Background: an optimization exercise with open tools, aiming at small area. Do not read the settings as production practice. At most, simulation tests tie the RTL to the original design; equivalence was not proved. For runs 1 to 3, only the layout was checked, not whether the RTL still works. Power and IR drop assume default switching activity.

$ cat flow/run.sh
#!/bin/bash
# Own flow: the standard layout, with the combinational logic of the standard
# synthesis re-mapped for area by ABC. Registers (instances, names, cell types)
# are those of the standard synthesis.
set -euo pipefail
WORK=$(pwd)
R=$WORK/orfs/results/$FLOW_PLATFORM/Top_module/base
LIB=$FLOW_HOME/platforms/$FLOW_PLATFORM/lib/sky130_fd_sc_hd__tt_025C_1v80.lib
YOSYS=$FLOW_HOME/../tools/install/yosys/bin/yosys
[ -x "$YOSYS" ] || YOSYS=yosys

# 1. standard synthesis
bash standard.sh synth > $WORK/1_standard_synth.log 2>&1

# 2. re-map the combinational logic for area
mkdir -p $WORK/remap
cp $R/1_2_yosys.v $WORK/remap/standard.v
DONT_USE=""
for c in $(grep -o "\-dont_use [^ ]*" $WORK/orfs/logs/$FLOW_PLATFORM/Top_module/base/1_2_yosys.log | awk '{print $2}' | sort -u); do
  DONT_USE="$DONT_USE -dont_use $c"
done
REMAP_LIB=$LIB REMAP_DONT_USE="$DONT_USE" REMAP_IN=$WORK/remap/standard.v REMAP_TOP=$FLOW_TOP \
  REMAP_SCRIPT=$WORK/flow/remap.abc REMAP_OUT=$WORK/remap/remapped.v \
  $YOSYS -c $WORK/flow/remap.tcl > $WORK/2_remap.log 2>&1

# 3. the standard layout of the re-mapped netlist
bash standard.sh clean_synth > $WORK/3_clean_synth.log 2>&1
# ports get the smallest plain buffer
bash standard.sh SYNTH_NETLIST_FILES=$WORK/remap/remapped.v "BUFFER_PORTS_ARGS=-buffer_cell sky130_fd_sc_hd__buf_1" finish > $WORK/4_layout.log 2>&1
$ cat config.mk
export PLATFORM = sky130hd
export DESIGN_NAME = Top_module
export DESIGN_NICKNAME = Top_module
export VERILOG_FILES = /design/flow/design.v
export SDC_FILE = /design/flow/constraint.sdc
export NUM_CORES = 4
export LEC_CHECK = 0
export CAP_MARGIN = 20
export CORE_MARGIN = 2
export CORE_UTILIZATION = 40
export CTS_BUF_LIST = sky130_fd_sc_hd__clkbuf_8
export CTS_CLUSTER_DIAMETER = 100
export CTS_CLUSTER_SIZE = 30
export SLEW_MARGIN = 20
$ cat design.v
`timescale 1ns / 1ps
module Top_module(
	input clk,
	input rstbt,
	output [8:0] aio,
	output [2:0] bo,
	input bi,
	output [17:0] mem_addr,
	input [5:0] mem_data_in,
	output [5:0] mem_data_out,
	output mem_wen,
	output mem_lbn,
	output sram_csn,
	output sram_oen,
	output sdram_csn
    );
	wire rst = ~rstbt;
	function [7:0] rsub8(input [7:0] a, input [7:0] b, input bin);	 
		integer i; reg c; reg [7:0] r;
		begin
			c = ~bin;
			for (i = 0; i < 8; i = i + 1) begin
				r[i] = a[i] ^ ~b[i] ^ c;
				c = (a[i] & ~b[i]) | (a[i] & c) | (~b[i] & c);
			end
			rsub8 = r;
		end
	endfunction
	function [7:0] radd8(input [7:0] a, input [7:0] b, input cin);	 
		integer i; reg c; reg [7:0] r;
		begin
			c = cin;
			for (i = 0; i < 8; i = i + 1) begin
				r[i] = a[i] ^ b[i] ^ c;
				c = (a[i] & b[i]) | (a[i] & c) | (b[i] & c);
			end
			radd8 = r;
		end
	endfunction
	function rle7(input [6:0] a, input [6:0] b);	 
		integer i; reg c;
		begin
			c = 1'b1;
			for (i = 0; i < 7; i = i + 1)
				c = (~a[i] & b[i]) | (~a[i] & c) | (b[i] & c);
			rle7 = c;
		end
	endfunction
	reg [10:0] hc;		 
	reg [9:0] vc;		 
	wire hc_end = hc[10] & hc[4];					 
	wire vc_end = vc[9] & vc[7] & vc[4] & vc[3] & vc[1];	 
	wire [9:0] vc_nx = rst ? 10'd1 : hc_end ? (vc_end ? 10'd1 : vc + 1'b1) : vc;
	always @(posedge clk) begin
		vc <= vc_nx;
		if (rst | hc_end) hc <= 11'd1;
		else hc <= hc + 1'b1;
	end
	wire vrow = (vc <= 10'd600);
	wire visible = vrow && (hc >= 11'd200) && (hc <= 11'd603);
	wire write = vrow && (hc >= 11'd690) && (hc <= 11'd790);
	assign aio[0] = 1'b0;
	assign aio[6:1] = visible ? mem_data_in : 6'd0;
	assign aio[7] = (vc >= 10'd638) && (vc <= 10'd643);
	assign aio[8] = (hc >= 11'd857) && (hc <= 11'd976);
	assign mem_addr = {5'b0, vc[9:2], write ? hc[6:0] : hc[8:2]};
	assign mem_wen = ~write;
	assign mem_lbn = ~(visible | write);
	assign sram_csn = ~(visible | write);
	assign sram_oen = ~(visible | write);
	assign sdram_csn = 1'b1;
	reg [9:0] acnt;		 
	reg sclk;
	reg [4:0] n;		 
	reg [1:0] act;		 
	reg [7:0] tilt;
	wire a_end = (acnt == 10'd690);	 
	wire [9:0] acnt_nx = {acnt[8:0], ~(acnt[9] ^ acnt[6])};
	always @(posedge clk)
		if (rst) begin
			acnt <= 10'd0;
			sclk <= 1'b0;
			n <= 5'd0;
			act <= 2'd0;
			tilt <= 8'd0;
		end else if (a_end) begin
			acnt <= 10'd0;
			sclk <= ~sclk;
			if (sclk) begin
				if (n == 5'd19) begin
					n <= 5'd0;
					if (act != 2'd3) act <= act + 1'b1;
				end else
					n <= n + 1'b1;
			end else begin
				case (n)
					5'd11: tilt[7] <= bi & act[1];
					5'd12: tilt[6] <= bi & act[1];
					5'd13: tilt[5] <= bi & act[1];
					5'd14: tilt[4] <= bi & act[1];
					5'd15: tilt[3] <= bi & act[1];
					5'd16: tilt[2] <= bi & act[1];
					5'd17: tilt[1] <= bi & act[1];
					5'd18: tilt[0] <= bi & act[1];
					default: ;
				endcase
			end
		end else
			acnt <= acnt_nx;
	reg mosi;
	wire [5:0] addr = (act == 2'd0) ? 6'h2D : (act == 2'd1) ? 6'h31 : 6'h34;
	always @(*)
		case (n)
			5'd3: mosi = act[1];
			5'd5: mosi = addr[5];
			5'd6: mosi = addr[4];
			5'd7: mosi = addr[3];
			5'd8: mosi = addr[2];
			5'd9: mosi = addr[1];
			5'd10: mosi = addr[0];
			5'd15: mosi = (act == 2'd0);
			5'd18, 5'd19: mosi = (act == 2'd1);
			5'd0, 5'd1, 5'd2: mosi = (act == 2'd2);
			default: mosi = 1'b0;
		endcase
	wire ncs = (n == 5'd0) | (n == 5'd1);
	wire sclk_en = (n == 5'd0) | (n == 5'd1) | (n == 5'd2);
	assign bo = {sclk_en | sclk, mosi, ncs};
	wire left = tilt[7] & (tilt[6:0] <= 7'd96);
	wire right = ~tilt[7] & (tilt[6:0] >= 7'd32);
	reg [12:0] tcnt;		 
	wire tick = (tcnt == 13'd5427);	 
	wire [12:0] tcnt_nx = {tcnt[11:0], ~(tcnt[12] ^ tcnt[3] ^ tcnt[2] ^ tcnt[0])};
	reg [6:0] bq;			 
	reg [6:0] bh;			 
	reg up;
	reg [1:0] uc;
	reg over;
	reg [5:0] P;			 
	wire [5:0] P_nx;
	reg [1:0] lo;			 
	reg [3:0] Q;			 
	reg [13:0] hi;			 
	reg [6:0] Bo, B0, B1, B2, B3;	 
	reg [6:0] rq;			 
	reg jl;				 
	wire hz = (hi == 14'd0);
	wire ge12 = ~hz | (Q >= 4'd12);
	wire s0 = hz & (Q == 4'd0) & (lo == 2'd0);
	wire s01 = hz & (Q == 4'd0) & (lo[1] == 1'b0);
	wire [3:0] m3 = ge12 ? 4'd11 : Q;
	wire [6:0] rc_max = {1'b1, 1'b0, m3, 1'b0};
	wire dec3 = hz & (lo == 2'd0) & (Q >= 4'd1) & (Q <= 4'd11);
	wire rc_end = (rq == rc_max) | (jl & dec3 & (rq == rc_max - 7'd2));
	always @(posedge clk) begin
		if (rst) rq <= 7'd64;
		else if (rc_end) rq <= 7'd7;
		else rq <= rq + 1'b1;
		jl <= tick & land;
	end
	function [3:0] mfun(input [3:0] q, input b, input g12);
		mfun = g12 ? 4'd11 : (q == 4'd0) ? 4'd0 : q - b;
	endfunction
	wire [6:0] cK = hc[6:0] + 7'd83;		 
	wire [7:0] r8 = {1'b0, vc[9:2]};
	wire [7:0] Gp = rsub8(r8, {2'b0, P}, 1'b0);		 
	wire sel0 = (Gp >= 8'd95) && (Gp <= 8'd99);
	wire sel1 = (Gp >= 8'd59) && (Gp <= 8'd63);
	wire sel2 = (Gp >= 8'd23) && (Gp <= 8'd27);
	wire selo = ~s0 && (Gp >= 8'd131) && (Gp <= 8'd135);
	wire sel3 = (P >= 6'd13) ? ((Gp >= 8'd243) && (Gp <= 8'd247)) : (vc[9:2] <= 8'd4);
	wire rmode = hc[9];
	wire at1 = (bq == 7'd53);
	wire at0 = (bq == 7'd89);
	wire gs0 = rmode ? sel0 : ~at1;
	wire gs1 = rmode ? sel1 : at1;
	wire gs2 = rmode & sel2;
	wire gso = rmode & selo;
	wire gs3 = rmode & sel3;
	wire [6:0] Bsel = ({7{gs0}} & B0) | ({7{gs1}} & B1) | ({7{gs2}} & B2) | ({7{gso}} & Bo) | ({7{gs3}} & B3);
	wire bsel = (gs2 & (lo < 2'd1)) | (gs1 & (lo < 2'd2)) | (gs0 & (lo < 2'd3)) | gso;
	wire [3:0] msel = mfun(Q, bsel, ge12);
	wire [1:0] kmod = gs2 ? 2'd1 : gs1 ? 2'd2 : gs0 ? 2'd3 : 2'd0;	 
	wire qok = hz & (gso ? ((Q >= 4'd2) && (Q <= 4'd12)) : ((Q >= 4'd1) && (Q <= 4'd11)));
	wire dsel = qok & (lo == kmod);			 
	wire w48 = (gs0 & s0) | (gso & s01);
	wire [5:0] wsel = w48 ? (rmode ? 6'd48 : 6'd50) : (rmode ? 6'd20 : 6'd22) - {2'b0, msel};
	wire [6:0] xa = rmode ? cK : bh;
	wire [7:0] t2 = rsub8({1'b0, xa}, {1'b0, Bsel}, dsel & ~gs3);
	wire [6:0] lim = {wsel, dsel & gs3};
	wire green = (gs0 | gs1 | gs2 | gso | gs3) & ~t2[7] & rle7(t2[6:0], lim);
	reg onp;
	always @(posedge clk) if (~rmode) onp <= green;
	wire [7:0] g = rsub8(Gp, {1'b0, bq}, 1'b0);			 
	wire [7:0] dh8 = rsub8({1'b0, cK}, {1'b0, bh}, 1'b0);
	wire [6:0] dh = dh8[6:0];				 
	wire h1 = (dh >= 7'd125);
	wire h3 = (dh >= 7'd123) | (dh <= 7'd1);
	wire h4 = (dh >= 7'd122) | (dh <= 7'd2);
	wire ball = ((g == 8'd252 || g == 8'd5) & h1) |
	            ((g == 8'd253 || g == 8'd254 || g == 8'd3 || g == 8'd4) & h3) |
	            ((g == 8'd255 || g <= 8'd2) & h4);
	wire strip = (vc <= 10'd39) && (cK >= 7'd10) && (cK <= 7'd100);
	wire nrm = ~over & ~strip;
	assign mem_data_out[0] = over | (~strip & ~green & ball);
	assign mem_data_out[1] = nrm & ~green & ball;
	assign mem_data_out[2] = nrm & (green | ~ball);
	assign mem_data_out[3] = nrm & green;
	assign mem_data_out[4] = nrm & ~green & ~ball;
	assign mem_data_out[5] = nrm & ~green & ~ball;
	wire land = ~up & ~(bq >= 7'd114) & at1 & onp;
	wire bounce = ~up & ~(bq >= 7'd114) & at0 & onp;
	wire scroll = (P <= 6'd35);
	wire s_top = hz & (Q == 4'd0) & (lo == 2'd0);
	reg [2:0] dsum;	 
	always @(*) begin
		if (up) begin
			if (bq <= 7'd41) dsum = 3'd0;
			else if (bq <= 7'd49) dsum = 3'b111;	 
			else if (bq <= 7'd65) dsum = 3'b110;	 
			else dsum = 3'b101;			 
		end else begin
			if (bq >= 7'd114 || land || bounce) dsum = 3'd0;
			else if (bq >= 7'd65) dsum = 3'd3;
			else if (bq >= 7'd49) dsum = 3'd2;
			else dsum = 3'd1;
		end
	end
	wire s_max = (lo == 2'd0) && (Q == 4'd0) && (hi == 14'd11557);	 
	wire [2:0] delta = dsum - {2'b0, scroll};		 
	always @(posedge clk) if (tick & land) Bo <= B0;
	assign P_nx = rst ? 6'd35 : (tick & land) ? 6'd0 : (tick & scroll) ? P + 1'b1 : P;
	always @(posedge clk) begin
		P <= P_nx;
	end
	wire [7:0] bqn = radd8({1'b0, bq}, {{5{delta[2]}}, delta}, 1'b0);
	always @(posedge clk) begin
		if (rst) begin
			tcnt <= 13'd0;
			bq <= 7'd89;
			bh <= 7'd56;
			up <= 1'b1;
			uc <= 2'd0;
			over <= 1'b0;
			lo <= 2'd0;
			Q <= 4'd0;
			hi <= 14'd0;
			B0 <= 7'd7;
			B1 <= 7'd9;
			B2 <= 7'd44;
			B3 <= 7'd14;
		end else if (tick) begin
			tcnt <= 13'd0;
			if (up && bq <= 7'd41) begin
				if (uc == 2'd3) begin
					uc <= 2'd0;
					up <= 1'b0;
				end else
					uc <= uc + 1'b1;
			end
			if (~up && bq >= 7'd114) over <= 1'b1;
			if (bounce) up <= 1'b1;
			if (land) begin
				up <= 1'b1;
				{Q, lo} <= {Q, lo} + 1'b1;
				if ({Q, lo} == 6'd63) hi <= {hi[12:0], ~(hi[13] ^ hi[4] ^ hi[2] ^ hi[0])};
				if (s_max) over <= 1'b1;
				B0 <= B1;
				B1 <= B2;
				B2 <= B3;
				B3 <= rq;
				bq <= 7'd89;
			end else begin
				bq <= bqn[6:0];
			end
			if (left && bh > 7'd12) bh <= bh - 1'b1;
			if (right && bh < 7'd101) bh <= bh + 1'b1;
		end else
			tcnt <= tcnt_nx;
	end
endmodule
$ cat flow/remap.tcl
# Re-map the combinational logic of the standard synthesis netlist for area.
# Registers stay as they are (same instances, names and cell types).
yosys -import
set lib $::env(REMAP_LIB)
set dont_use $::env(REMAP_DONT_USE)
read_liberty -ignore_miss_func $lib
read_verilog $::env(REMAP_IN)
hierarchy -check -top $::env(REMAP_TOP)
# registers and clock cells keep their hierarchy (they are not re-mapped)
foreach pat {sky130_fd_sc_hd__df* sky130_fd_sc_hd__edf* sky130_fd_sc_hd__sdf* sky130_fd_sc_hd__dl* sky130_fd_sc_hd__sedf*} {
  catch { setattr -mod -set keep_hierarchy 1 $pat }
}
flatten
opt_clean -purge
techmap
opt -fast -purge
abc -liberty $lib {*}$dont_use -script $::env(REMAP_SCRIPT)
opt_clean -purge
splitnets
opt_clean -purge
hilomap -singleton -hicell sky130_fd_sc_hd__conb_1 HI -locell sky130_fd_sc_hd__conb_1 LO
insbuf -buf sky130_fd_sc_hd__buf_4 A X
opt_clean -purge
select -module $::env(REMAP_TOP)
stat -liberty $lib
write_verilog -noattr -nohex -nodec -selected $::env(REMAP_OUT)
$ cat standard.sh
#!/bin/bash
# synth_recipe.tcl (not shown) runs the flow's synth.tcl, then flattens the netlist and writes it again
# the make line also repeats each setting of config.mk as NAME=value (left out here)
make -C /OpenROAD-flow-scripts/flow DESIGN_CONFIG=/design/flow/config.mk WORK_HOME=/design/flow/orfs CLKGATE_MAP_FILE= SYNTH_SCRIPT=/design/flow/synth_recipe.tcl "${@:-finish}"
$ cat constraint.sdc
create_clock -name core_clock -period 10.0 [get_ports {clk}]
set_input_delay 2.0000 -clock core_clock [delete_from_list [all_inputs] [get_ports {clk}]]
set_output_delay 2.0000 -clock core_clock [all_outputs]
set_load 0.01 [all_outputs]
$ cat flow/remap.abc
strash
dc2
&get -n
&deepsyn -T 30
&put
dch -f
amap -F 20 -A 50 -C 5000
topo
==> reports/summary.txt, run 1 <==
routability cong. -> 0.8708
CTS tree -> yes
crit path DAT -> 7.22 ns
crit-path max FO -> 7
# rows -> 50
First-pass DRT Iterations -> 7
fin crit share -> 92.20%
status -> complete, no violations
Critical Path Start Type -> flop
cell count after synthesis -> 1028
maximum vdd ir drop -> 0.07084 mV
post-route ant nets -> 0
sw power -> 0.2659 mW
setup TNS -> 0 ns
via count -> 7331
internal power -> 0.8473 mW
kind of critical path -> flop to primary output
CTS Hold Bufs -> 0
initial antenna violation count -> 0
Max stage delay on crit path -> 0.43 ns
DRT Wirelength -> 19.67 mm
pwr dens -> 131.7 nW/um2
Nets -> 1096
via-per-instance ratio -> 5.496
Lkg Pwr -> 2.803 nW
Clock Skew -> 0.01286 ns
pin count of the biggest net entering global routing -> 36
Slew HR -> 39.54%
Post-route DRC -> 0
number of I/O port buffers -> 44
Post-Syn Area -> 7586 um2
reg2reg end -> onp
Synth Warn # -> 0
Core Region -> 18640 um2
Bufs on Longest Clock Path -> 2
detailed router's first-iteration violation count -> 475
layout cells sized above 1 -> 4.545%
Hold Path Sink -> tcnt[10]
vias in the first global route -> 6596
fmax -> 0.1085 GHz
global-route wire length before repair -> 32.69 mm
Hold Slack -> 0.4177 ns
number of fill cells -> 1888
clk latency of the worst-skew pair -> 0.46 ns
Slew Limit Fails -> 0
Die Footprint -> 20080 um2
most used cell, CP -> a21oi_1
Worst Max-Slew Pin Slew -> 0.9048 ns
min-delay src -> tcnt[9]
R2R cell count -> 31
Max-Cap Viols -> 0
Crit path required time -> 8.00 ns
switching share of total power -> 23.89%
die height -> 141.7 um
I/O Pins -> 50
area occupied by registers -> 3043 um2
ANT cells -> 0
WL per Instance -> 14.75 um
area of the multi-input gates -> 3926 um2
Layout area overhead -> 11.46%
TritonCTS Buffers -> 17
Final setup viols -> 0
# H-tree levels -> 4
Flop pwr share -> 54.3%
launching point of the worst reg2reg path -> vc[3]
clock share of power -> 41.6%
Avg Inst Size Synth -> 7.379 um2
min cycle time layout -> 9.220 ns
Initial Utilization -> 40.69%
CTS Sinks -> 148
Logic pwr share -> 4.1%
FF-to-FF setup slack -> 3.72 ns
clk root buf -> clkbuf_8
CP max stage cell -> dfxtp_1
worst hold stages -> 2
clock-pin slew on the worst setup and hold paths -> 0.08 ns
Hold Fails Final Rpt -> 0
Setup crit end kind -> primary output
placed wire-length estimate -> 14.51 mm
GR Overflow Total -> 0
RSZ-0062 raised after global routing -> false
hold crit path type -> flop to flop
gr usage total -> 20.14%
Die Wd -> 141.7 um
==> critical path, delay by kind of cell (launching register included) <==
family	cells	cell delay, ns
AO/OA/AOI/OAI	17	3.74
buffers and inverters	4	0.75
flip-flops	1	0.43
AND/OR/NAND/NOR	14	1.85
==> state kept, by name, summed over array words and instances, names as in the netlist, 4 cells and up <==
register and count:
P 6, vc 10, bq 7, B1 7, B3 7, hc 11, Q 4, bh 7
n 5, Bo 7, acnt 10, tcnt 13, tilt 8, B0 7, B2 7, hi 14
rq 7
==> worst max-delay path by stage <==
stage                     startpoint         endpoint  slack, ns
after floorplan                vc[3]  mem_data_out[2]       1.77
after global placement         vc[3]  mem_data_out[2]       1.03
after detailed placement       vc[3]  mem_data_out[2]       0.77
after CTS                      vc[3]  mem_data_out[2]       0.20
after global routing           vc[3]  mem_data_out[2]       0.06
final                          vc[3]  mem_data_out[2]       0.78
==> layout by cell type, fill, tap and decap left out, types with 10 or more instances in the layout <==
master / count
clkbuf_8: 19
nand3_1: 23
nor2b_1: 13
a21oi_1: 74
dfxtp_1: 140
o32ai_1: 11
nand4_1: 11
o221ai_1: 10
clkinv_1: 151
a211oi_1: 26
nand2_1: 62
nor3_1: 30
buf_1: 44
o22ai_1: 53
nor4_1: 15
o21ai_0: 76
nor2_1: 185
==> per-stage QoR <==
step	instance area, um2	util (%)	instances	setup slack [ns]	power [mW]
floorplan	7597	-	1031	1.766	0.6505
global placement	8009	42.96	1302	1.033	0.6642
detailed placement	8009	42.96	1302	0.7680	0.6641
CTS	8403	45.07	1334	0.2000	1.124
global route	8456	45.36	1334	0.06219	1.157
finish	8456	45.36	1334	0.7799	1.113
==> power groups by stage <==
stage	clock (mW)	sequential (mW)	combinational [mW]
floorplan	0	0.617	0.0338
global placement	0	0.618	0.0460
detailed placement	0	0.618	0.0461
CTS	0.473	0.604	0.0463
global route	0.499	0.605	0.0526
finish	0.463	0.604	0.0460
==> layout make-up <==
type / instances / area share [%]
Timing Repair Buffer: 53 / 2.752
Multi-Input combinational cell: 716 / 46.43
Inverter: 151 / 6.703
Sequential cell: 148 / 35.99
Clock inverter: 13 / 1.569
Clock buffer: 19 / 3.093
Tap cell: 234 / 3.463
==> layer usage <==
layer	routed length, um	track usage, %
met4	497	8.526
met5	0	0
met1	9768	27.57
met2	8699	31.27
met3	706	3.645
==> repair_timing <==
| item | CTS | global route |
|---|---|---|
| gates resized for setup | 0 | 13 |
| setup buffers | 0 | 0 |
| endpoints found under the setup margin | 0 | 6 |
==> run 2: changes to the inputs <==
--- a/design.v
+++ b/design.v
@@ -84,3 +84,2 @@
 			act <= 2'd0;
-			tilt <= 8'd0;
 		end else if (a_end) begin
@@ -128,4 +127,4 @@
 	assign bo = {sclk_en | sclk, mosi, ncs};
-	wire left = tilt[7] & (tilt[6:0] <= 7'd96);
-	wire right = ~tilt[7] & (tilt[6:0] >= 7'd32);
+	wire left = (act != 2'd0) & tilt[7] & (tilt[6:0] <= 7'd96);
+	wire right = (act != 2'd0) & ~tilt[7] & (tilt[6:0] >= 7'd32);
 	reg [12:0] tcnt;		 
==> reports/summary.txt, run 2 <==
First-pass DRT Iterations -> 5
die height -> 141.7 um
fin crit share -> 92.33%
Max-Cap Viols -> 0
Flop pwr share -> 56.1%
Synth Warn # -> 0
via count -> 7364
CTS tree -> yes
routability cong. -> 0.9444
WP buf/inv -> 3
fin worst setup slack -> 0.7672 ns
min-delay src -> tcnt[10]
kind of critical path -> flop to primary output
final instance area -> 8398 um2
Initial Utilization -> 40.66%
pin count of the biggest net entering global routing -> 37
# H-tree levels -> 4
Nets -> 1073
# rows -> 50
gr usage total -> 20.37%
internal power -> 0.7958 mW
Lkg Pwr -> 2.751 nW
Bufs on Longest Clock Path -> 2
Clock Skew -> 0.01624 ns
global-route wire length before repair -> 32.60 mm
TritonCTS Buffers -> 17
worst hold stages -> 2
commonest non-fill, non-tap cell in the layout -> nor2_1
most frequent cells in the layout -> nor2_1, clkinv_1, dfxtp_1
launching point of the worst reg2reg path -> vc[3]
Post-Syn Area -> 7580 um2
Final setup viols -> 0
vias in the first global route -> 6639
number of fill cells -> 1899
family with the most delay on the worst path -> compound AO/OA/AOI/OAI gates
maximum vdd ir drop -> 0.08610 mV
Hold Path Sink -> tcnt[11]
switching share of total power -> 26.81%
Crit path required time -> 8.00 ns
clock-pin slew on the worst setup and hold paths -> 0.08 ns
Core Region -> 18640 um2
R2R cell count -> 32
Logic pwr share -> 4.2%
Slew Limit Fails -> 0
reg2reg end -> onp
Finished Core Util -> 45.05%
hold crit path type -> flop to flop
Power Total -> 1.087 mW
Regs by FF count -> hi (14), tcnt (13), hc (11)
crit-path max FO -> 6
Die Wd -> 141.7 um
GR Overflow Total -> 0
crit path DAT -> 7.23 ns
layout cells sized above 1 -> 4.271%
min cycle time layout -> 9.233 ns
Layout area overhead -> 10.80%
number of I/O port buffers -> 44
FF-to-FF setup slack -> 3.74 ns
most used cell, CP -> nor2_1
Slew HR -> 35.45%
detailed router's first-iteration violation count -> 713
Worst Max-Slew Pin Slew -> 0.9660 ns
Setup crit end kind -> primary output
post-route ant nets -> 0
Critical Path Start Type -> flop
WL per Instance -> 15.17 um
max reg flops -> 14
sw power -> 0.2915 mW
fmax -> 0.1083 GHz
Max stage delay on crit path -> 0.41 ns
CTS Sinks -> 148
DRT Wirelength -> 19.89 mm
post-CTS setup buffer count -> 0
pwr dens -> 129.5 nW/um2
placed wire-length estimate -> 14.75 mm
register name with the most flops -> hi
Die Footprint -> 20070 um2
via-per-instance ratio -> 5.617
status -> complete, no violations
Avg Inst Size Synth -> 7.550 um2
clk latency of the worst-skew pair -> 0.47 ns
DP Area -> 8004 um2
CP max stage cell -> dfxtp_1
clock share of power -> 39.7%
I/O Pins -> 50
Post-route DRC -> 0
dpl ws -> 0.8996 ns
initial antenna violation count -> 0
cell count after synthesis -> 1004
Hold Fails Final Rpt -> 0
clk root buf -> clkbuf_8
ANT cells -> 0
Hold Slack -> 0.4194 ns
[run 2: stage by stage]
| stage | instances | setup TNS, ns |
|---|---|---|
| after CTS | 1311 | 0 |
| after global placement | 1279 | 0 |
| after global routing | 1311 | -0.006111 |
| after detailed placement | 1279 | 0 |
| final | 1311 | 0 |
| after floorplan | 1007 | 0 |
[run 2: timing repair]
item	CTS	global route
resized for setup	0	6
hold endpoints to repair	0	0
hold buffers	0	0
setup endpoints to repair	0	6
[run 2: how the worst max path moves through the flow]
stage | from | end | slack, ns | depth (start not counted)
5_1_grt | vc[3] | mem_data_out[5] | -0.006 | 35
6_report | vc[3] | mem_data_out[5] | 0.77 | 35
2_1_floorplan | vc[3] | mem_data_out[5] | 1.73 | 35
3_5_place_dp | vc[3] | mem_data_out[5] | 0.90 | 36
3_3_place_gp | vc[3] | mem_data_out[5] | 1.15 | 36
4_1_cts | vc[3] | mem_data_out[5] | 0.34 | 36
[run 2: power by group through the flow]
stage / Sequential [mW] / Clock (mW) / Combinational, mW
6_report: 0.610 / 0.431 / 0.0456
5_1_grt: 0.611 / 0.466 / 0.0521
4_1_cts: 0.610 / 0.442 / 0.0459
2_1_floorplan: 0.622 / 0 / 0.0336
3_5_place_dp: 0.624 / 0 / 0.0458
3_3_place_gp: 0.624 / 0 / 0.0455
[run 2: worst register-to-register path: cells and delay by family, from the launching register on]
kind            cells  cell delay (ns)
compound gates     17             3.42
buf+inv             2             0.42
simple gates       13             1.80
flops               1             0.41
[run 2: layout make-up]
class                           count  area, um2  share of cell area, %
Sequential cell                   148       3123                  37.19
Tap cell                          234      292.8                  3.486
Timing Repair Buffer               54      240.2                  2.861
Multi-Input combinational cell    692       3816                  45.44
Inverter                          151      566.8                  6.749
Clock buffer                       17      234.0                  2.786
Clock inverter                     15      125.1                  1.490
[run 2: metal layers]
layer | vias to the layer above | track usage [%] | share of wire [%]
li1 | 3767 | - | -
met1 | 3375 | 26.59 | 47
met2 | 182 | 32.83 | 46
met3 | 40 | 4.016 | 4.0
met4 | 0 | 9.000 | 2.6
met5 | - | 0 | 0
==> run 3: changes to the inputs <==
--- a/config.mk
+++ b/config.mk
@@ -13,2 +13,3 @@
 export CTS_CLUSTER_SIZE = 30
+export GPL_TIMING_DRIVEN = 0
 export SLEW_MARGIN = 20
==> reports/summary.txt, run 3 <==
final instance area -> 8643 um2
CTS tree -> yes
Slew HR -> 34.76%
Layout area overhead -> 14.03%
post-route ant nets -> 0
Core Region -> 18640 um2
pin count of the biggest net entering global routing -> 37
most used cell, CP -> nor2_1
maximum vdd ir drop -> 0.1033 mV
GR Overflow Total -> 0
Regs by FF count -> hi (14), tcnt (13), hc (11)
Final setup viols -> 0
Clock Skew -> 0.01219 ns
Max stage delay on crit path -> 0.45 ns
Max-Cap Viols -> 0
grt met2 use -> 31.68%
min cycle time layout -> 9.203 ns
global-route wire length before repair -> 31.66 mm
Critical Path Start Type -> flop
Crit path required time -> 8.00 ns
worst setup path startpoint -> vc[3]
number of I/O port buffers -> 44
cell count after synthesis -> 1004
initial antenna violation count -> 0
vias in the first global route -> 6441
placed wire-length estimate -> 14.16 mm
met3 usage -> 3.949%
detailed router's first-iteration violation count -> 571
commonest non-fill, non-tap cell in the layout -> nor2_1
Die Footprint -> 20070 um2
clock share of power -> 43.5%
CTS Sinks -> 148
crit path DAT -> 7.20 ns
reg2reg end -> onp
Bufs on Longest Clock Path -> 2
# H-tree levels -> 4
WL per Instance -> 14.71 um
DRT Wirelength -> 19.51 mm
met1 global-route usage -> 26.43%
Top Usage Layer GRT -> met2
internal power -> 0.8761 mW
via-per-instance ratio -> 5.554
sw power -> 0.2850 mW
status -> complete, no violations
fin crit share -> 92.03%
Post-route DRC -> 0
number of fill cells -> 1931
last element of the critical path -> mem_data_out[5]
R2R cell count -> 36
CP max stage cell -> dfxtp_1
routability cong. -> 0.9003
area occupied by registers -> 3124 um2
via count -> 7370
max reg flops -> 14
First-pass DRT Iterations -> 5
# rows -> 50
ANT cells -> 0
die height -> 141.7 um
Avg Inst Size Synth -> 7.550 um2
FF-to-FF setup slack -> 3.81 ns
clock-pin slew on the worst setup and hold paths -> 0.09 ns
area of the multi-input gates -> 3876 um2
DP Area -> 8078 um2
Initial Utilization -> 40.66%
layout cells sized above 1 -> 6.953%
I/O Pins -> 50
TritonCTS Buffers -> 17
Die Wd -> 141.7 um
Flop pwr share -> 52.5%
gr usage total -> 19.67%
setup TNS -> 0 ns
Worst Max-Slew Pin Slew -> 0.9720 ns
worst hold stages -> 2
kind of critical path -> flop to primary output
Slew Limit Fails -> 0
Nets -> 1089
register name with the most flops -> hi
switching share of total power -> 24.55%
hold crit path type -> flop to flop
Hold Fails Final Rpt -> 0
Logic pwr share -> 3.9%
most frequent cells in the layout -> nor2_1, clkinv_1, dfxtp_1
Lkg Pwr -> 2.908 nW
pwr dens -> 134.3 nW/um2
Post-Syn Area -> 7580 um2
fmax -> 0.1087 GHz
Synth Warn # -> 0
launching point of the worst reg2reg path -> vc[3]
clk latency of the worst-skew pair -> 0.46 ns
crit-path max FO -> 6
clk root buf -> clkbuf_8
Setup crit end kind -> primary output
## run 3: changes by cell type in the layout (fill, tap and decap cells not counted), sizes merged
cell	delta
clkinv	-4
clkinvlp	-3
bufinv	+3
clkbuf	+1
buf	+16
inv	+3
## run 3: power by group through the flow
stage	sequential (mW)	combinational (mW)	clock, mW
after floorplan	0.622	0.0336	0
after global placement	0.624	0.0454	0
after detailed placement	0.624	0.0456	0
after CTS	0.610	0.0457	0.518
after global routing	0.611	0.0515	0.539
final	0.610	0.0456	0.505
## run 3: cell type report
type,count,area share [%]
plain buffers,16,1.390
inverters,151,6.572
clock buffers,18,2.866
multi-input cells,692,44.85
flip-flops and latches,148,36.15
clock inverters,14,2.027
well taps,234,3.387
repair buffers,54,2.765
## run 3: repair_timing
action                     in CTS  in global routing
cloned                          0                  0
hold buffers                    0                  0
setup endpoints to repair       6                  6
resized for setup               4                 15
setup buffers                   0                  8
pin swaps                       0                  3
## run 3: critical path: cells and delay by family (launching register included)
kind	cells	cell delay, ns
AO/OA/AOI/OAI	16	3.20
AND/OR/NAND/NOR	19	2.35
buffers and inverters	5	0.73
flip-flops	1	0.45
## run 3: metal layers
metal  up-vias  wire [um]
met5         -          0
met4         0        281
met3        23        814
met2       164       8929
met1      3382       9489
li1       3801          -
## run 3: metrics by stage
step           cells  setup WS (ns)  total power [mW]  hold slack, ns  util (%)
2_1_floorplan   1007          1.734            0.6555          0.3975         -
3_3_place_gp    1285        -0.2764            0.6693          0.4069     43.17
3_5_place_dp    1287        -0.2938            0.6696          0.4075     43.33
4_1_cts         1319        0.03906             1.174          0.4162     45.70
5_1_grt         1327       -0.01587             1.202          0.4464     46.36
6_report        1327         0.7974             1.161          0.4135     46.36
## run 3: worst min path at each step
| stage | from | endpoint | slack [ns] |
|---|---|---|---|
| 6_report | tcnt[9] | tcnt[10] | 0.41 |
| 5_1_grt | tcnt[9] | tcnt[10] | 0.45 |
| 4_1_cts | tcnt[9] | tcnt[10] | 0.42 |
| 3_5_place_dp | tcnt[10] | tcnt[11] | 0.41 |
| 3_3_place_gp | tcnt[10] | tcnt[11] | 0.41 |
| 2_1_floorplan | acnt[3] | acnt[4] | 0.40 |
==> run 4: changes to the inputs <==
--- a/design.v
+++ b/design.v
@@ -71,3 +71,3 @@
 	assign sdram_csn = 1'b1;
-	reg [9:0] acnt;		 
+	reg [6:0] acnt;
 	reg sclk;
@@ -76,7 +76,10 @@
 	reg [7:0] tilt;
-	wire a_end = (acnt == 10'd690);	 
-	wire [9:0] acnt_nx = {acnt[8:0], ~(acnt[9] ^ acnt[6])};
+	wire a124 = (acnt == 7'd80);		 
+	wire a_end = a124 & (hc[2:0] == 3'd0);	 
+	wire [6:0] acnt_nx = {acnt[5:0], ~(acnt[6] ^ acnt[5])};
+	always @(posedge clk)
+		if (rst | a124) acnt <= 7'd0;
+		else acnt <= acnt_nx;
 	always @(posedge clk)
 		if (rst) begin
-			acnt <= 10'd0;
 			sclk <= 1'b0;
@@ -85,3 +88,2 @@
 		end else if (a_end) begin
-			acnt <= 10'd0;
 			sclk <= ~sclk;
@@ -106,4 +108,3 @@
 			end
-		end else
-			acnt <= acnt_nx;
+		end
 	reg mosi;
--- a/config.mk
+++ b/config.mk
@@ -13,3 +13,2 @@
 export CTS_CLUSTER_SIZE = 30
-export GPL_TIMING_DRIVEN = 0
 export SLEW_MARGIN = 20
==> reports/summary.txt, run 4 <==
Nets -> 1072
Die Footprint -> 19890 um2
detailed router's first-iteration violation count -> 431
layout cells sized above 1 -> 3.439%
setup TNS -> 0 ns
maximum vdd ir drop -> 0.07201 mV
commonest non-fill, non-tap cell in the layout -> nor2_1
status -> complete, no violations
launching point of the worst reg2reg path -> vc[3]
area of the multi-input gates -> 3735 um2
max reg flops -> 14
RSZ-0062 raised after global routing -> false
crit-path max FO -> 8
routability cong. -> 0.8650
Layout area overhead -> 10.36%
placed wire-length estimate -> 14.15 mm
Die Wd -> 141.0 um
DRT Wirelength -> 19.13 mm
pin count of the biggest net entering global routing -> 35
Lkg Pwr -> 2.663 nW
Crit path required time -> 8.00 ns
Finished Core Util -> 44.62%
most used cell, CP -> nor2_1
# rows -> 50
cell count after synthesis -> 1009
reg2reg end -> onp
Post-Syn Area -> 7512 um2
clk root buf -> clkbuf_8
ANT cells -> 0
gr usage total -> 19.80%
vias in the first global route -> 6535
Core Region -> 18580 um2
Power Total -> 1.115 mW
CP max stage cell -> o21ai_0
fin worst setup slack -> 1.025 ns
clk latency of the worst-skew pair -> 0.46 ns
Setup crit end kind -> primary output
Synth Warn # -> 0
area occupied by registers -> 3063 um2
Slew HR -> 37.90%
hold crit path type -> flop to flop
Bufs on Longest Clock Path -> 2
First-pass DRT Iterations -> 5
R2R cell count -> 33
Max stage delay on crit path -> 0.41 ns
die height -> 141.0 um
Max-Cap Viols -> 0
worst setup path startpoint -> vc[3]
last element of the critical path -> mem_data_out[0]
via count -> 7280
Initial Utilization -> 40.43%
Hold Fails Final Rpt -> 0
most frequent cells in the layout -> nor2_1, clkinv_1, dfxtp_1
Avg Inst Size Synth -> 7.445 um2
Final setup viols -> 0
FF-to-FF setup slack -> 3.63 ns
fin crit share -> 89.75%
Post-route DRC -> 0
pwr dens -> 134.5 nW/um2
Regs by FF count -> hi (14), tcnt (13), hc (11)
post-route ant nets -> 0
final instance area -> 8290 um2
CTS Sinks -> 145
GR Overflow Total -> 0
Slew Limit Fails -> 0
clock-pin slew on the worst setup and hold paths -> 0.09 ns
WL per Instance -> 14.60 um
Clock Skew -> 0.01230 ns
Critical Path Start Type -> flop
# H-tree levels -> 4
TritonCTS Buffers -> 17
I/O Pins -> 50
min cycle time layout -> 8.975 ns
global-route wire length before repair -> 32.03 mm
via-per-instance ratio -> 5.557
Worst Max-Slew Pin Slew -> 0.9218 ns
number of I/O port buffers -> 44
fmax -> 0.1114 GHz
initial antenna violation count -> 0
kind of critical path -> flop to primary output
dpl ws -> 1.483 ns
CTS tree -> yes
register name with the most flops -> hi
crit path DAT -> 6.97 ns
number of fill cells -> 1898
DP Area -> 7896 um2
CTS Hold Bufs -> 0
## run 4: stage by stage
step                hold slack (ns)  cells
floorplan                    0.3981   1012
global placement             0.4105   1278
detailed placement           0.4192   1278
CTS                          0.4321   1310
global route                 0.4558   1310
finish                       0.4271   1310
## run 4: worst min-delay path by stage
stage	from	to	slack, ns	depth (start not counted)
floorplan	acnt[1]	acnt[2]	0.40	2
global placement	acnt[3]	acnt[4]	0.41	2
detailed placement	acnt[3]	acnt[4]	0.42	2
CTS	acnt[3]	acnt[4]	0.43	2
global route	B0[6]	Bo[6]	0.46	0
finish	acnt[3]	acnt[4]	0.43	2
## run 4: layout make-up
class	count	share of cell area, %
repair buffers	48	2.354
clock inverters	14	1.705
multi-input cells	687	45.05
inverters	164	7.425
clock buffers	18	2.988
well taps	234	3.532
flip-flops and latches	145	36.95
## run 4: where the power goes
part	switching, mW	internal, mW	leakage, nW
Sequential	0.00720	0.593	1.19
Combinational	0.0383	0.0174	1.28
Clock	0.249	0.211	0.193
## run 4: layer usage
| layer | vias to the layer above | GRT usage, % | wire, um |
|---|---|---|---|
| met5 | - | 0 | 0 |
| met4 | 0 | 7.474 | 376 |
| met3 | 32 | 4.348 | 961 |
| met2 | 183 | 30.91 | 8469 |
| met1 | 3281 | 26.89 | 9321 |
| li1 | 3784 | - | - |
## run 4: critical path, delay by kind of cell (launching register included)
family / cells / cell delay [ns]
AND/OR/NAND/NOR: 13 / 1.34
AO/OA/AOI/OAI: 18 / 3.85
flip-flops: 1 / 0.38
buffers and inverters: 5 / 0.93
## run 4: what timing repair did
action	4_1_cts	5_1_grt
endpoints found under the setup margin	0	4
gates resized for setup	0	1
setup buffers	0	0
==> run 5: changes to the inputs <==
--- a/design.v
+++ b/design.v
@@ -188,3 +188,3 @@
 	wire [6:0] xa = rmode ? cK : bh;
-	wire [7:0] t2 = rsub8({1'b0, xa}, {1'b0, Bsel}, dsel & ~gs3);
+	wire [7:0] t2 = rsub8({1'b0, xa}, {1'b0, ~Bsel}, dsel & ~gs3);
 	wire [6:0] lim = {wsel, dsel & gs3};
@@ -247,6 +247,6 @@
 			hi <= 14'd0;
-			B0 <= 7'd7;
-			B1 <= 7'd9;
-			B2 <= 7'd44;
-			B3 <= 7'd14;
+			B0 <= ~7'd7;
+			B1 <= ~7'd9;
+			B2 <= ~7'd44;
+			B3 <= ~7'd14;
 		end else if (tick) begin
@@ -270,3 +270,3 @@
 				B2 <= B3;
-				B3 <= rq;
+				B3 <= ~rq;
 				bq <= 7'd89;
==> reports/summary.txt, run 5 <==
clk root buf -> clkbuf_8
min cycle time layout -> 9.171 ns
via-per-instance ratio -> 5.514
DP Area -> 7846 um2
placed cell count -> 1265
crit path DAT -> 7.17 ns
Nets -> 1064
Synth Warn # -> 0
CTS Sinks -> 145
kind of critical path -> flop to primary output
internal power -> 0.8062 mW
Core Region -> 18150 um2
Final setup viols -> 0
gr usage total -> 19.81%
number of I/O port buffers -> 44
Initial Utilization -> 41.11%
most used cell, CP -> nor2_1
DRT Wirelength -> 19.14 mm
Hold Fails Final Rpt -> 0
Max-Cap Viols -> 0
detailed router's first-iteration violation count -> 417
Avg Inst Size Synth -> 7.461 um2
final instance area -> 8270 um2
clk latency of the worst-skew pair -> 0.47 ns
Worst Max-Slew Pin Slew -> 0.9829 ns
routability cong. -> 0.8877
dpl ws -> 1.415 ns
maximum vdd ir drop -> 0.08387 mV
Slew Limit Fails -> 0
initial antenna violation count -> 0
# rows -> 49
most frequent cells in the layout -> nor2_1, clkinv_1, dfxtp_1
Layout area overhead -> 10.85%
FF-to-FF setup slack -> 3.72 ns
Logic pwr share -> 5.2%
hold crit path type -> flop to flop
CTS tree -> yes
Slew HR -> 34.32%
clock-pin slew on the worst setup and hold paths -> 0.10 ns
Post-Syn Area -> 7461 um2
Bufs on Longest Clock Path -> 2
Flop pwr share -> 53.1%
fmax -> 0.1090 GHz
status -> complete, no violations
Lkg Pwr -> 2.737 nW
placed wire-length estimate -> 13.98 mm
vias in the first global route -> 6571
Post-route DRC -> 0
setup TNS -> 0 ns
family with the most delay on the worst path -> simple AND/OR/NAND/NOR gates
crit-path max FO -> 8
pin count of the biggest net entering global routing -> 41
layout cells sized above 1 -> 3.745%
pwr dens -> 136.9 nW/um2
die height -> 140.6 um
Max stage delay on crit path -> 0.44 ns
TritonCTS Buffers -> 17
cell count after synthesis -> 1000
max reg flops -> 14
register name with the most flops -> hi
via count -> 7152
fin crit share -> 91.71%
sw power -> 0.3262 mW
Regs by FF count -> hi (14), tcnt (13), hc (11)
post-route ant nets -> 0
I/O Pins -> 50
non-filler cells in the finished layout -> 1297
Clock Skew -> 0.01240 ns
Crit path required time -> 8.00 ns
number of fill cells -> 1854
Setup crit end kind -> primary output
Critical Path Start Type -> flop
ANT cells -> 0
switching share of total power -> 28.80%
fin worst setup slack -> 0.8290 ns
global-route wire length before repair -> 32.11 mm
commonest non-fill, non-tap cell in the layout -> nor2_1
CP max stage cell -> dfxtp_1
WL per Instance -> 14.75 um
# H-tree levels -> 4
First-pass DRT Iterations -> 5
WP buf/inv -> 4
Die Wd -> 140.6 um
Die Footprint -> 19760 um2
CTS Hold Bufs -> 0
GR Overflow Total -> 0
clock share of power -> 41.8%
[run 5: cell types whose count changed in the layout (fill, tap and decap cells not counted), moves of 7 or more]
cell      change
o22a_1        +8
a21oi_1      +14
nor2_1        -7
a211oi_1     -12
clkinv_1     -17
or2_0         +9
nand2_1      +11
[run 5: final cells by class]
class | instances | area, um2 | area share (%)
clock buffer | 17 | 234.0 | 2.829
inverter | 148 | 555.5 | 6.717
timing repair buffer | 49 | 202.7 | 2.451
clock inverter | 15 | 181.4 | 2.194
sequential | 145 | 3063 | 37.03
multi-input combinational | 694 | 3747 | 45.31
tap | 229 | 286.5 | 3.464
[run 5: through the flow]
stage | power (mW) | utilization (%) | hold slack (ns)
6_report | 1.132 | 45.57 | 0.4217
3_3_place_gp | 0.6723 | 43.24 | 0.4080
5_1_grt | 1.180 | 45.57 | 0.4330
4_1_cts | 1.144 | 45.53 | 0.4230
3_5_place_dp | 0.6719 | 43.24 | 0.4074
2_1_floorplan | 0.6551 | - | 0.3975
[run 5: path summary, 6_finish.rpt]
check / from / cells past startpoint / to
worst min-delay path: acnt[3] / 2 / acnt[4]
worst min register to register: acnt[3] / 2 / acnt[4]
worst max register to register: vc[3] / 34 / onp
worst max-delay path: vc[3] / 38 / mem_data_out[0]
[run 5: layer usage]
| layer | track usage [%] | up-vias | wire (um) |
|---|---|---|---|
| met4 | 4.789 | 0 | 235 |
| met1 | 27.70 | 3288 | 9654 |
| met3 | 4.042 | 21 | 670 |
| met2 | 31.63 | 124 | 8573 |
| met5 | 0 | - | 0 |
| li1 | - | 3719 | - |
[run 5: power groups by stage]
stage | sequential, mW | combinational [mW] | clock (mW)
floorplan | 0.612 | 0.0433 | 0
global placement | 0.614 | 0.0581 | 0
detailed placement | 0.614 | 0.0578 | 0
CTS | 0.601 | 0.0581 | 0.485
global route | 0.602 | 0.0656 | 0.512
finish | 0.601 | 0.0584 | 0.473
[run 5: worst min-delay path: stages (launching register included)]
cell	delay [ns]
dfxtp_1	0.32
clkinv_1	0.05
nor2_1	0.03
[run 5: what timing repair did]
item | in CTS | in global routing
endpoints found under the setup margin | 0 | 3
buffers inserted | 0 | 0
resized for setup | 0 | 2
==> run 6: changes to the inputs <==
--- a/flow/run.sh
+++ b/flow/run.sh
@@ -28,2 +28,4 @@
 # ports get the smallest plain buffer
-bash standard.sh SYNTH_NETLIST_FILES=$WORK/remap/remapped.v "BUFFER_PORTS_ARGS=-buffer_cell sky130_fd_sc_hd__buf_1" finish > $WORK/4_layout.log 2>&1
+# clock tree: the settings of config.mk, without dummy loads (flow/cts_args)
+bash standard.sh SYNTH_NETLIST_FILES=$WORK/remap/remapped.v "BUFFER_PORTS_ARGS=-buffer_cell sky130_fd_sc_hd__buf_1" \
+  "CTS_ARGS=$(cat $WORK/flow/cts_args)" finish > $WORK/4_layout.log 2>&1
==> flow/cts_args (new file) <==
-sink_clustering_enable -repair_clock_nets -sink_clustering_size 30 -sink_clustering_max_diameter 100 -buf_list sky130_fd_sc_hd__clkbuf_8 -dont_use_dummy_load
--- a/config.mk
+++ b/config.mk
@@ -9,3 +9,3 @@
 export CORE_MARGIN = 2
-export CORE_UTILIZATION = 40
+export CORE_UTILIZATION = 55
 export CTS_BUF_LIST = sky130_fd_sc_hd__clkbuf_8
==> reports/summary.txt, run 6 <==
Slew HR -> 35.66%
number of I/O port buffers -> 44
Lkg Pwr -> 2.652 nW
Post-route DRC -> 0
Setup crit end kind -> primary output
clk latency of the worst-skew pair -> 0.44 ns
most used cell, CP -> nor2_1
reg2reg end -> onp
Slew Limit Fails -> 0
most frequent cells in the layout -> nor2_1, clkinv_1, dfxtp_1
Post-Syn Area -> 7461 um2
family with the most delay on the worst path -> compound AO/OA/AOI/OAI gates
TritonCTS Buffers -> 17
setup TNS -> 0 ns
fin worst setup slack -> 1.020 ns
Nets -> 1065
fin crit share -> 89.80%
via count -> 7187
placed wire-length estimate -> 13.73 mm
crit path DAT -> 6.98 ns
CTS Sinks -> 145
I/O Pins -> 50
global-route wire length before repair -> 30.74 mm
Hold Path Sink -> tcnt[6]
R2R cell count -> 32
Hold Fails Final Rpt -> 0
CP max stage cell -> a31oi_1
placed cell count -> 1213
vias in the first global route -> 6392
max reg flops -> 14
Final setup viols -> 0
Max-Cap Viols -> 0
Synth Warn # -> 0
post-CTS setup buffer count -> 0
non-filler cells in the finished layout -> 1230
register name with the most flops -> hi
Regs by FF count -> hi (14), tcnt (13), hc (11)
ANT cells -> 0
GR Overflow Total -> 0
kind of critical path -> flop to primary output
dpl ws -> 1.470 ns
Bufs on Longest Clock Path -> 2
Finished Core Util -> 60.59%
Layout area overhead -> 7.547%
commonest non-fill, non-tap cell in the layout -> nor2_1
pwr dens -> 123.5 nW/um2
number of fill cells -> 1259
# H-tree levels -> 4
layout cells sized above 1 -> 2.372%
WL per Instance -> 14.93 um
Max stage delay on crit path -> 0.47 ns
maximum vdd ir drop -> 0.1268 mV
Avg Inst Size Synth -> 7.461 um2
Core Region -> 13240 um2
pin count of the biggest net entering global routing -> 40
Initial Utilization -> 56.34%
DRT Wirelength -> 18.36 mm
Die Footprint -> 14510 um2
crit-path max FO -> 6
min-delay src -> tcnt[5]
launching point of the worst reg2reg path -> vc[3]
RSZ-0062 raised after global routing -> false
Critical Path Start Type -> flop
Clock Skew -> 0.02499 ns
Worst Max-Slew Pin Slew -> 0.9628 ns
hold crit path type -> flop to flop
Crit path required time -> 8.00 ns
initial antenna violation count -> 0
Die Wd -> 120.5 um
die height -> 120.5 um
cell count after synthesis -> 1000
detailed router's first-iteration violation count -> 651
fmax -> 0.1114 GHz
# rows -> 42
gr usage total -> 26.35%
WP buf/inv -> 3
Power Total -> 0.9911 mW
status -> complete, no violations
routability cong. -> 0.8980
via-per-instance ratio -> 5.843
First-pass DRT Iterations -> 5
clock-pin slew on the worst setup and hold paths -> 0.05 ns
CTS tree -> yes
post-route ant nets -> 0
worst hold stages -> 2
worst setup path startpoint -> vc[3]
FF-to-FF setup slack -> 3.84 ns
min cycle time layout -> 8.980 ns
clk root buf -> clkbuf_8
==> run 6: cell count changes in the layout (fill, tap and decap cells not counted), sizes merged <==
cell	change
buf	+1
clkinv	-5
inv	-10
==> run 6: worst max path at each step <==
stage	endpoint	cells past startpoint
after floorplan	mem_data_out[0]	36
after global placement	mem_data_out[0]	38
after detailed placement	mem_data_out[2]	38
after CTS	mem_data_out[2]	38
after global routing	mem_data_out[2]	36
final	mem_data_out[2]	36
==> run 6: timing repair <==
item                                   CTS  global route
setup endpoints to repair                0             2
endpoints found under the hold margin    0             0
hold buffers                             0             0
gates resized for setup                  0             1
==> run 6: metrics by stage <==
step                      cell area [um2]  hold WS, ns
after CTS                            8021       0.4164
after detailed placement             7787       0.4083
after global placement               7787       0.4029
after floorplan                      7472       0.3975
after global routing                 8024       0.4463
final                                8024       0.4146
==> run 6: final cells by class <==
| class | count | area (um2) | share of cell area [%] |
|---|---|---|---|
| clock buffer | 17 | 234.0 | 2.916 |
| inverter | 148 | 555.5 | 6.923 |
| multi-input combinational | 694 | 3741 | 46.62 |
| sequential | 145 | 3063 | 38.17 |
| tap | 176 | 220.2 | 2.744 |
| timing repair buffer | 50 | 210.2 | 2.620 |
==> run 6: layer usage <==
layer / vias to the layer above / track usage (%) / routed length (um)
met2: 216 / 41.63 / 8221
met5: - / 0 / 0
li1: 3723 / - / -
met4: 0 / 8.358 / 256
met3: 20 / 4.434 / 1057
met1: 3228 / 36.84 / 8828
==> run 6: power by group <==
part	switching (mW)	internal [mW]
clock network	0.182	0.149
registers	0.00780	0.593
logic	0.0395	0.0193
==> run 6: worst min-delay path: cells and delay by family, from the launching register on <==
kind | cells | cell delay, ns
buffers and inverters | 1 | 0.04
AND/OR/NAND/NOR | 1 | 0.03
flip-flops | 1 | 0.30
==> run 7: changes to the inputs <==
--- a/config.mk
+++ b/config.mk
@@ -9,3 +9,3 @@
 export CORE_MARGIN = 2
-export CORE_UTILIZATION = 55
+export CORE_UTILIZATION = 40
 export CTS_BUF_LIST = sky130_fd_sc_hd__clkbuf_8
==> reports/summary.txt, run 7 <==
GR Overflow Total -> 0
area of the multi-input gates -> 3741 um2
Layout area overhead -> 8.335%
DP Area -> 7846 um2
Synth Warn # -> 0
I/O Pins -> 50
WL per Instance -> 14.89 um
Max-Cap Viols -> 0
pin count of the biggest net entering global routing -> 41
maximum vdd ir drop -> 0.08575 mV
Lkg Pwr -> 2.647 nW
# H-tree levels -> 4
Max stage delay on crit path -> 0.53 ns
Worst Max-Slew Pin Slew -> 0.9669 ns
initial antenna violation count -> 0
clock-pin slew on the worst setup and hold paths -> 0.07 ns
Bufs on Longest Clock Path -> 2
ANT cells -> 0
dpl ws -> 1.415 ns
Post-route DRC -> 0
routability cong. -> 0.8877
Die Wd -> 140.6 um
via-per-instance ratio -> 5.531
vias in the first global route -> 6534
crit-path max FO -> 6
global-route wire length before repair -> 32.00 mm
die height -> 140.6 um
post-route ant nets -> 0
Power Total -> 0.9985 mW
clk latency of the worst-skew pair -> 0.46 ns
cell count after synthesis -> 1000
status -> complete, no violations
Critical Path Start Type -> flop
clk root buf -> clkbuf_8
Die Footprint -> 19760 um2
hold crit path type -> flop to flop
kind of critical path -> flop to primary output
placed wire-length estimate -> 13.98 mm
final instance area -> 8083 um2
TritonCTS Buffers -> 17
CTS tree -> yes
fmax -> 0.1095 GHz
min cycle time layout -> 9.134 ns
DRT Wirelength -> 19.09 mm
# rows -> 49
register name with the most flops -> hi
Final setup viols -> 0
RSZ-0062 raised after global routing -> false
Nets -> 1064
CTS Hold Bufs -> 0
max reg flops -> 14
R2R cell count -> 32
CTS Sinks -> 145
Finished Core Util -> 44.54%
most frequent cells in the layout -> nor2_1, clkinv_1, dfxtp_1
Regs by FF count -> hi (14), tcnt (13), hc (11)
worst hold stages -> 2
Slew HR -> 35.38%
area occupied by registers -> 3063 um2
via count -> 7091
detailed router's first-iteration violation count -> 469
Initial Utilization -> 41.11%
fin worst setup slack -> 0.8661 ns
gr usage total -> 19.84%
First-pass DRT Iterations -> 5
Avg Inst Size Synth -> 7.461 um2
number of fill cells -> 1872
pwr dens -> 123.5 nW/um2
Crit path required time -> 8.00 ns
Post-Syn Area -> 7461 um2
commonest non-fill, non-tap cell in the layout -> nor2_1
Setup crit end kind -> primary output
Hold Fails Final Rpt -> 0
post-CTS setup buffer count -> 0
Clock Skew -> 0.04845 ns
Core Region -> 18150 um2
Slew Limit Fails -> 0
setup TNS -> 0 ns
number of I/O port buffers -> 44
fin crit share -> 91.34%
layout cells sized above 1 -> 2.279%
CP max stage cell -> a31oi_1
crit path DAT -> 7.13 ns
most used cell, CP -> nor2_1
-- run 7: where the power goes --
group / switching [mW] / internal (mW) / total (mW)
clock: 0.189 / 0.150 / 0.339
sequential: 0.00787 / 0.593 / 0.601
combinational: 0.0395 / 0.0190 / 0.0585
-- run 7: what timing repair did --
action                     in CTS  in global routing
resized for setup               0                  1
setup endpoints to repair       0                  2
hold endpoints to repair        0                  0
-- run 7: final cells by class --
type	instances	area share, %
Sequential cell	145	37.89
Timing Repair Buffer	49	2.508
Tap cell	229	3.545
Clock buffer	17	2.895
Multi-Input combinational cell	694	46.28
Inverter	148	6.873
-- run 7: metal layers --
metal / vias up / wire length (um) / global-route usage, %
li1: 3691 / - / -
met1: 3248 / 9545 / 27.84
met2: 141 / 8486 / 31.40
met3: 11 / 844 / 4.246
met4: 0 / 212 / 4.789
met5: - / 0 / 0
-- run 7: stage by stage --
stage	instances	hold WS, ns
global route	1282	0.4335
finish	1282	0.4181
floorplan	1003	0.3975
detailed placement	1265	0.4074
CTS	1282	0.4206
global placement	1265	0.4080
-- run 7: path summary, 6_finish.rpt --
check,to,slack [ns],start
worst max-delay path,mem_data_out[2],0.87,vc[3]
worst min-delay path,tcnt[7],0.42,tcnt[6]
worst max register to register,onp,3.67,vc[3]
worst min register to register,tcnt[7],0.42,tcnt[6]
-- run 7: critical path: cells and delay by family, from the launching register on --
kind	cells	cell delay [ns]
buffers and inverters	3	0.69
DFF	1	0.43
AOI/OAI and AO/OA	16	3.58
and+or+nand+nor	17	1.99
==> run 8: changes to the inputs <==
--- a/flow/run.sh
+++ b/flow/run.sh
@@ -21,5 +21,18 @@
 done
-REMAP_LIB=$LIB REMAP_DONT_USE="$DONT_USE" REMAP_IN=$WORK/remap/standard.v REMAP_TOP=$FLOW_TOP \
-  REMAP_SCRIPT=$WORK/flow/remap.abc REMAP_OUT=$WORK/remap/remapped.v \
-  $YOSYS -c $WORK/flow/remap.tcl > $WORK/2_remap.log 2>&1
+# three runs with different ABC seeds; the smallest netlist is kept
+for SEED in 1 2 3; do
+  sed "s/&deepsyn -T 30/\&deepsyn -T 30 -S $SEED/" $WORK/flow/remap.abc > $WORK/remap/remap_$SEED.abc
+  REMAP_LIB=$LIB REMAP_DONT_USE="$DONT_USE" REMAP_IN=$WORK/remap/standard.v REMAP_TOP=$FLOW_TOP \
+    REMAP_SCRIPT=$WORK/remap/remap_$SEED.abc REMAP_OUT=$WORK/remap/remapped_$SEED.v \
+    $YOSYS -c $WORK/flow/remap.tcl > $WORK/2_remap_$SEED.log 2>&1 &
+done
+wait
+BEST=""; BESTA=""
+for SEED in 1 2 3; do
+  A=$(grep -i "chip area" $WORK/2_remap_$SEED.log | tail -1 | awk '{print $NF}')
+  [ -n "$A" ] && [ -s $WORK/remap/remapped_$SEED.v ] || continue
+  if [ -z "$BEST" ] || awk "BEGIN{exit !($A < $BESTA)}"; then BEST=$SEED; BESTA=$A; fi
+done
+echo "remap: seed $BEST, area $BESTA" > $WORK/2_remap_choice.log
+cp $WORK/remap/remapped_$BEST.v $WORK/remap/remapped.v
 
@@ -28,4 +41,2 @@
 # ports get the smallest plain buffer
-# clock tree: the settings of config.mk, without dummy loads (flow/cts_args)
-bash standard.sh SYNTH_NETLIST_FILES=$WORK/remap/remapped.v "BUFFER_PORTS_ARGS=-buffer_cell sky130_fd_sc_hd__buf_1" \
-  "CTS_ARGS=$(cat $WORK/flow/cts_args)" finish > $WORK/4_layout.log 2>&1
+bash standard.sh SYNTH_NETLIST_FILES=$WORK/remap/remapped.v "BUFFER_PORTS_ARGS=-buffer_cell sky130_fd_sc_hd__buf_1" finish > $WORK/4_layout.log 2>&1
removed: flow/cts_args
==> reports/summary.txt, run 8 <==
GR Overflow Total -> 0
WP buf/inv -> 3
Hold Slack -> 0.4128 ns
number of fill cells -> 1869
fin crit share -> 91.72%
Max-Cap Viols -> 0
via-per-instance ratio -> 5.628
Die Footprint -> 19810 um2
status -> complete, no violations
Crit path required time -> 8.00 ns
CTS Sinks -> 145
post_cts resized -> 0
kind of critical path -> flop to primary output
die height -> 140.7 um
layout cells sized above 1 -> 3.622%
family with the most delay on the worst path -> simple AND/OR/NAND/NOR gates
First-pass DRT Iterations -> 5
Regs by FF count -> hi (14), tcnt (13), hc (11)
pin count of the biggest net entering global routing -> 44
vias in the first global route -> 6391
Setup crit end kind -> primary output
fmax -> 0.1090 GHz
crit-path max FO -> 9
max reg flops -> 14
pwr dens -> 140.9 nW/um2
Finished Core Util -> 44.95%
RSZ-0062 raised after global routing -> false
# rows -> 50
Critical Path Start Type -> flop
gr usage total -> 20.31%
Max stage delay on crit path -> 0.63 ns
hold crit path type -> flop to flop
CTS tree -> yes
placed wire-length estimate -> 14.36 mm
Final setup viols -> 0
DRT Wirelength -> 19.66 mm
post-route ant nets -> 0
via count -> 7221
global-route wire length before repair -> 32.40 mm
TritonCTS Buffers -> 17
Slew Limit Fails -> 0
Bufs on Longest Clock Path -> 2
Hold Fails Final Rpt -> 0
Nets -> 1045
Die Wd -> 140.7 um
Avg Inst Size Synth -> 7.631 um2
Lkg Pwr -> 2.694 nW
CP max stage cell -> nor4_1
WL per Instance -> 15.33 um
initial antenna violation count -> 0
maximum vdd ir drop -> 0.1106 mV
Worst Max-Slew Pin Slew -> 0.9228 ns
cell count after synthesis -> 980
routability cong. -> 0.8770
Post-route DRC -> 0
register name with the most flops -> hi
crit path DAT -> 7.17 ns
area of the multi-input gates -> 3796 um2
Slew HR -> 38.25%
most frequent cells in the layout -> nor2_1, clkinv_1, dfxtp_1
Post-Syn Area -> 7478 um2
clk latency of the worst-skew pair -> 0.47 ns
CTS Hold Bufs -> 0
clock-pin slew on the worst setup and hold paths -> 0.09 ns
Core Region -> 18520 um2
Layout area overhead -> 11.29%
number of I/O port buffers -> 44
min cycle time layout -> 9.172 ns
post-CTS setup buffer count -> 0
setup TNS -> 0 ns
detailed router's first-iteration violation count -> 634
clk root buf -> clkbuf_8
Initial Utilization -> 40.39%
ANT cells -> 0
most used cell, CP -> nor2_1
commonest non-fill, non-tap cell in the layout -> nor2_1
Synth Warn # -> 0
Clock Skew -> 0.01552 ns
# H-tree levels -> 4
I/O Pins -> 50
area occupied by registers -> 3063 um2
## run 8: metal layers
metal	up-vias	global-route usage [%]	wire (um)
met3	31	4.484	987
met5	-	0	0
met2	192	30.35	8581
met4	0	6.842	413
met1	3275	29.07	9681
li1	3723	-	-
## run 8: power breakdown
| part | switching (mW) | internal (mW) | total [mW] |
|---|---|---|---|
| clock network | 0.251 | 0.276 | 0.527 |
| registers | 0.00653 | 0.592 | 0.598 |
| logic | 0.0325 | 0.0145 | 0.0470 |
| total | 0.290 | 0.882 | 1.17 |
## run 8: cell type report
type | instances | area share, %
tap | 234 | 3.518
sequential | 145 | 36.80
timing repair buffer | 50 | 2.526
clock inverter | 15 | 2.465
clock buffer | 17 | 2.811
inverter | 139 | 6.269
multi-input combinational | 683 | 45.61
## run 8: worst register-to-register path, delay by kind of cell (launching register included)
| family | cells | cell delay (ns) |
|---|---|---|
| flops | 1 | 0.41 |
| simple gates | 15 | 2.70 |
| buf+inv | 2 | 0.38 |
| compound gates | 14 | 2.73 |
## run 8: final timing paths
check | slack [ns] | depth (start not counted) | from | to
setup / recovery | 0.83 | 35 | vc[3] | mem_data_out[0]
setup reg to reg | 3.59 | 31 | vc[3] | onp
hold reg to reg | 0.41 | 1 | rq[0] | rq[0]
hold / removal | 0.41 | 1 | rq[0] | rq[0]
## run 8: through the flow
stage	instance area, um2	total power, mW	setup WS (ns)	std cells
2_1_floorplan	7490	0.6448	1.643	983
3_3_place_gp	7884	0.6588	1.749	1251
3_5_place_dp	7884	0.6586	1.428	1251
4_1_cts	8323	1.178	0.8925	1283
5_1_grt	8323	1.211	0.004937	1283
6_report	8323	1.172	0.8275	1283

static timing again, ports no longer ideal:
In the flow no input, the clock included, has a driving cell. The finished layouts below were timed again as built, in two steps.
Step 1 sets driving cells, clkbuf_16 on the clock port and buf_2 on the other inputs (assumed; they add their load-dependent delay and slew).
Step 2 adds t to the input delays and takes it off the output delays; t is the mean of the earliest and latest rising clock arrival at the registers after step 1. Input paths then give back, and output paths get back, about the clock's delay inside the block.
Three values: no drivers, after step 1, after step 2; two values: the first two.
run	t (ns)	setup WS [ns]	hold slack, ns	worst setup path at the end	latest minus earliest clock arrival (ns)
run 1	0.497	0.780 / 0.740 / 1.237	0.418 / 0.418 / 0.418	register to output	0.013 / 0.013
run 2	0.506	0.767 / 0.725 / 1.232	0.419 / 0.419 / 0.419	register to output	0.017 / 0.017
run 3	0.496	0.797 / 0.757 / 1.253	0.414 / 0.414 / 0.414	register to output	0.012 / 0.012
run 4	0.493	1.025 / 0.985 / 1.478	0.427 / 0.427 / 0.427	register to output	0.014 / 0.014
run 5	0.499	0.829 / 0.791 / 1.290	0.422 / 0.422 / 0.422	register to output	0.013 / 0.014
run 6	0.473	1.020 / 0.979 / 1.452	0.415 / 0.415 / 0.415	register to output	0.025 / 0.025
run 7	0.480	0.866 / 0.826 / 1.306	0.418 / 0.418 / 0.418	register to output	0.049 / 0.049
run 8	0.502	0.828 / 0.787 / 1.290	0.413 / 0.413 / 0.413	register to output	0.018 / 0.017
After both steps setup and hold are still met in every run listed.
